This design comes from an exercise in tuning for small area, a short achievable clock period and few clock cycles per item on the open sky130 flow, not from production work. In this exercise RTL edits were held to simulation tests only and were not proved equivalent to the original. Power and IR drop assume default switching activity.

Setup of run 1:
==> flow/design.v (excerpt) <==
module time_based_processor(
    input           clk,             
    input           rst_n,           
    input  [7:0]    data_in,         
    input  [2:0]    opcode,          
    input           data_valid,      
    output [15:0]   data_out,        
    output          data_ready,      
    output [3:0]    status_flags     
);
For scale: about 540 cells after synthesis, about 32 flip-flops, about 35 I/O pins.
==> flow/config.mk <==
export PLATFORM = sky130hd
export DESIGN_NAME = time_based_processor
export DESIGN_NICKNAME = time_based_processor
export VERILOG_FILES = /design/flow/design.v
export SDC_FILE = /design/flow/constraint.sdc
export NUM_CORES = 4
export LEC_CHECK = 0
export ABC_AREA = 1
export CAP_MARGIN = 20
export CORE_MARGIN = 2
export CORE_UTILIZATION = 60
export PLACE_DENSITY = 0.75
export SETUP_SLACK_MARGIN = 3
export SLEW_MARGIN = 20
==> flow/constraint.sdc <==
create_clock -name core_clock -period 5.5 [get_ports {clk}]
set_input_delay 1.1000 -clock core_clock [delete_from_list [all_inputs] [get_ports {clk}]]
set_output_delay 1.1000 -clock core_clock [all_outputs]
set_load 0.01 [all_outputs]
standard.sh (not shown) runs the stock make flow with config.mk's settings and CLKGATE_MAP_FILE= SYNTH_SCRIPT=/design/flow/synth_recipe.tcl, a recipe that flattens the netlist after the stock synthesis.
==> flow/flow/run.sh <==
#!/bin/bash
# Standard layout with these changes: plain buf_1 cells as the port buffers,
# and half and full adders left to abc as plain gates (flow/noha.mk).
bash standard.sh "DESIGN_CONFIG=$PWD/flow/noha.mk" "BUFFER_PORTS_ARGS=-buffer_cell sky130_fd_sc_hd__buf_1"  finish > standard.log 2>&1
==> flow/flow/noha.mk <==
# The standard flow's settings, plus the half and full adders cells marked don't-use so that
# synthesis leaves half and full adders to abc as plain gates.
include $(FLOW_CONFIG)
export DONT_USE_CELLS += sky130_fd_sc_hd__ha_1 sky130_fd_sc_hd__ha_2 sky130_fd_sc_hd__ha_4 sky130_fd_sc_hd__fa_1 sky130_fd_sc_hd__fa_2 sky130_fd_sc_hd__fa_4
Testbench counts of run 1, summed over its fixed seeds: cycles 15,476, ops 4,800.
#### Input delta (run 2 over run 1)
Settings: CORE_UTILIZATION: 60 -> 40; PLACE_DENSITY: 0.75 -> unset.
Findings:
- Relative to run 1, the setup slack on the worst flop-to-flop path of run 2 is lower by 40 ps.
- Taking run 1 as the reference, in run 2 sequential share of cell area fell 1.2 points, cell count rose 6.1%.
Input changes introduced in run 3 (baseline for comparison: run 2):
Settings: SETUP_SLACK_MARGIN now 2.5, was 3.
==> flow/flow/run.sh <==
#!/bin/bash
# Standard layout with two changes: plain buf_1 cells as the port buffers,
# and half adders left to abc as plain gates (flow/noha.mk).
bash standard.sh "DESIGN_CONFIG=$PWD/flow/noha.mk" "BUFFER_PORTS_ARGS=-buffer_cell sky130_fd_sc_hd__buf_1" finish > standard.log 2>&1
==> flow/flow/noha.mk <==
# The standard flow's settings, plus the half adders cells marked don't-use so that
# synthesis leaves half adders to abc as plain gates.
include $(FLOW_CONFIG)
export DONT_USE_CELLS += sky130_fd_sc_hd__ha_1 sky130_fd_sc_hd__ha_2 sky130_fd_sc_hd__ha_4
==> run summary <==
Compared with run 2, in run 3 area enclosed by the die boundary decreased by 1.6% relative to the old numbers; critical path depth increased by 9 relative to the old numbers; setup fix buffers added after clock tree synthesis increased by 2 relative to the old numbers; maximum achievable frequency decreased by 50 MHz relative to the old numbers.
Diff run 2 -> run 3: design area went down by 4.4%, power share of the clock group went up by 3.3 points, synthesized area went down by 58 um2, fraction of area in registers went up by 1.1 points, number of distinct library cells after synthesis went up by 4.5%.
Of the two values seen for classification of the worst-slack hold path, in2async was produced by run 2 and reg2reg by run 3.
In run 3 the global router's overall resource usage turned out 0.39 points lower than in run 2.
Run 2 vs run 3, critical setup path kind: reg2out vs reg2reg
For the parity-gate share of the synthesized area counting xor and xnor cells, run 3 came in 0.38 points higher than run 2 did.

========
## before
time_based_processor again, from the RTL that the note above started with.
Settings: LEC_CHECK=0, ABC_AREA=1, CAP_MARGIN=20, CORE_MARGIN=2, CORE_UTILIZATION=60, SETUP_SLACK_MARGIN=3, SLEW_MARGIN=20; clock period 5.5 ns.
==> flow/flow/run.sh <==
#!/bin/bash
# Standard layout with these changes: plain buf_1 cells as the port buffers,
# and half and full adders left to abc as plain gates (flow/noha.mk).
bash standard.sh "DESIGN_CONFIG=$PWD/flow/noha.mk" "BUFFER_PORTS_ARGS=-buffer_cell sky130_fd_sc_hd__buf_1"  finish > standard.log 2>&1
==> flow/flow/noha.mk <==
# The standard flow's settings, plus the half and full adders cells marked don't-use so that
# synthesis leaves half and full adders to abc as plain gates.
include $(FLOW_CONFIG)
export DONT_USE_CELLS += sky130_fd_sc_hd__ha_1 sky130_fd_sc_hd__ha_2 sky130_fd_sc_hd__ha_4 sky130_fd_sc_hd__fa_1 sky130_fd_sc_hd__fa_2 sky130_fd_sc_hd__fa_4
Testbench counts of before, summed over its fixed seeds: cycles 15,476, ops 4,800.
Here is what was changed in the inputs of after compared with before.
- CORE_UTILIZATION now 40, was 60
- CTS_CLUSTER_SIZE now 50, previously not set
- SETUP_SLACK_MARGIN now 2.75, was 3
- CTS_CLUSTER_DIAMETER now 100, previously not set
==> comparison <==
Relative to before, first-pass GRT wire length has increased by 10% in after.
Area added between synthesis and finish: lower on before
Lower utilization was reported by after, not before.
Cmp before and after / global-route usage / higher: before
Wire length, before and after, higher one = after.
Between after and before, the clock input transition at the sequential cells of the worst setup and hold paths does not differ in any meaningful way.
Compared to before, after has ratio of cells with drive above 1 in the final layout 1.1 points lower.
Summary of after over before: final clock period utilization by the worst path rose 3.1 points; power moved up; multi-input combinational area share went down.

[static timing again, ports no longer ideal]
In the flow no input, the clock included, has a driving cell. The finished layouts below were timed again as built, in two steps.
Step 1 sets driving cells, clkbuf_16 on the clock port and buf_2 on the other inputs (assumed; they add their load-dependent delay and slew).
Step 2 moves the port delays by t, midway between the first and last clock arrival at a register: inputs arrive t later, outputs are due t later. That takes back most of the time a late clock gives input paths.
Three values: ideal ports, drivers, drivers and shift; two values: the first two.
run	t, ns	slack for setup (ns)	slew at the worst register clock pin (ns)
run 1	0.315	3.071 / 3.047 / 2.762	0.07 / 0.07
run 2	0.320	3.010 / 2.984 / 2.698	0.07 / 0.07
run 3	0.317	2.657 / 2.657 / 2.388	0.08 / 0.08
before	0.310	3.087 / 3.056 / 2.801	0.07 / 0.07
after	0.317	2.916 / 2.917 / 2.603	0.07 / 0.07
After both steps every run listed still meets setup and hold. For after, which loses most, drivers alone change the setup slack by +0.001 ns; drivers and shift together by -0.313 ns.
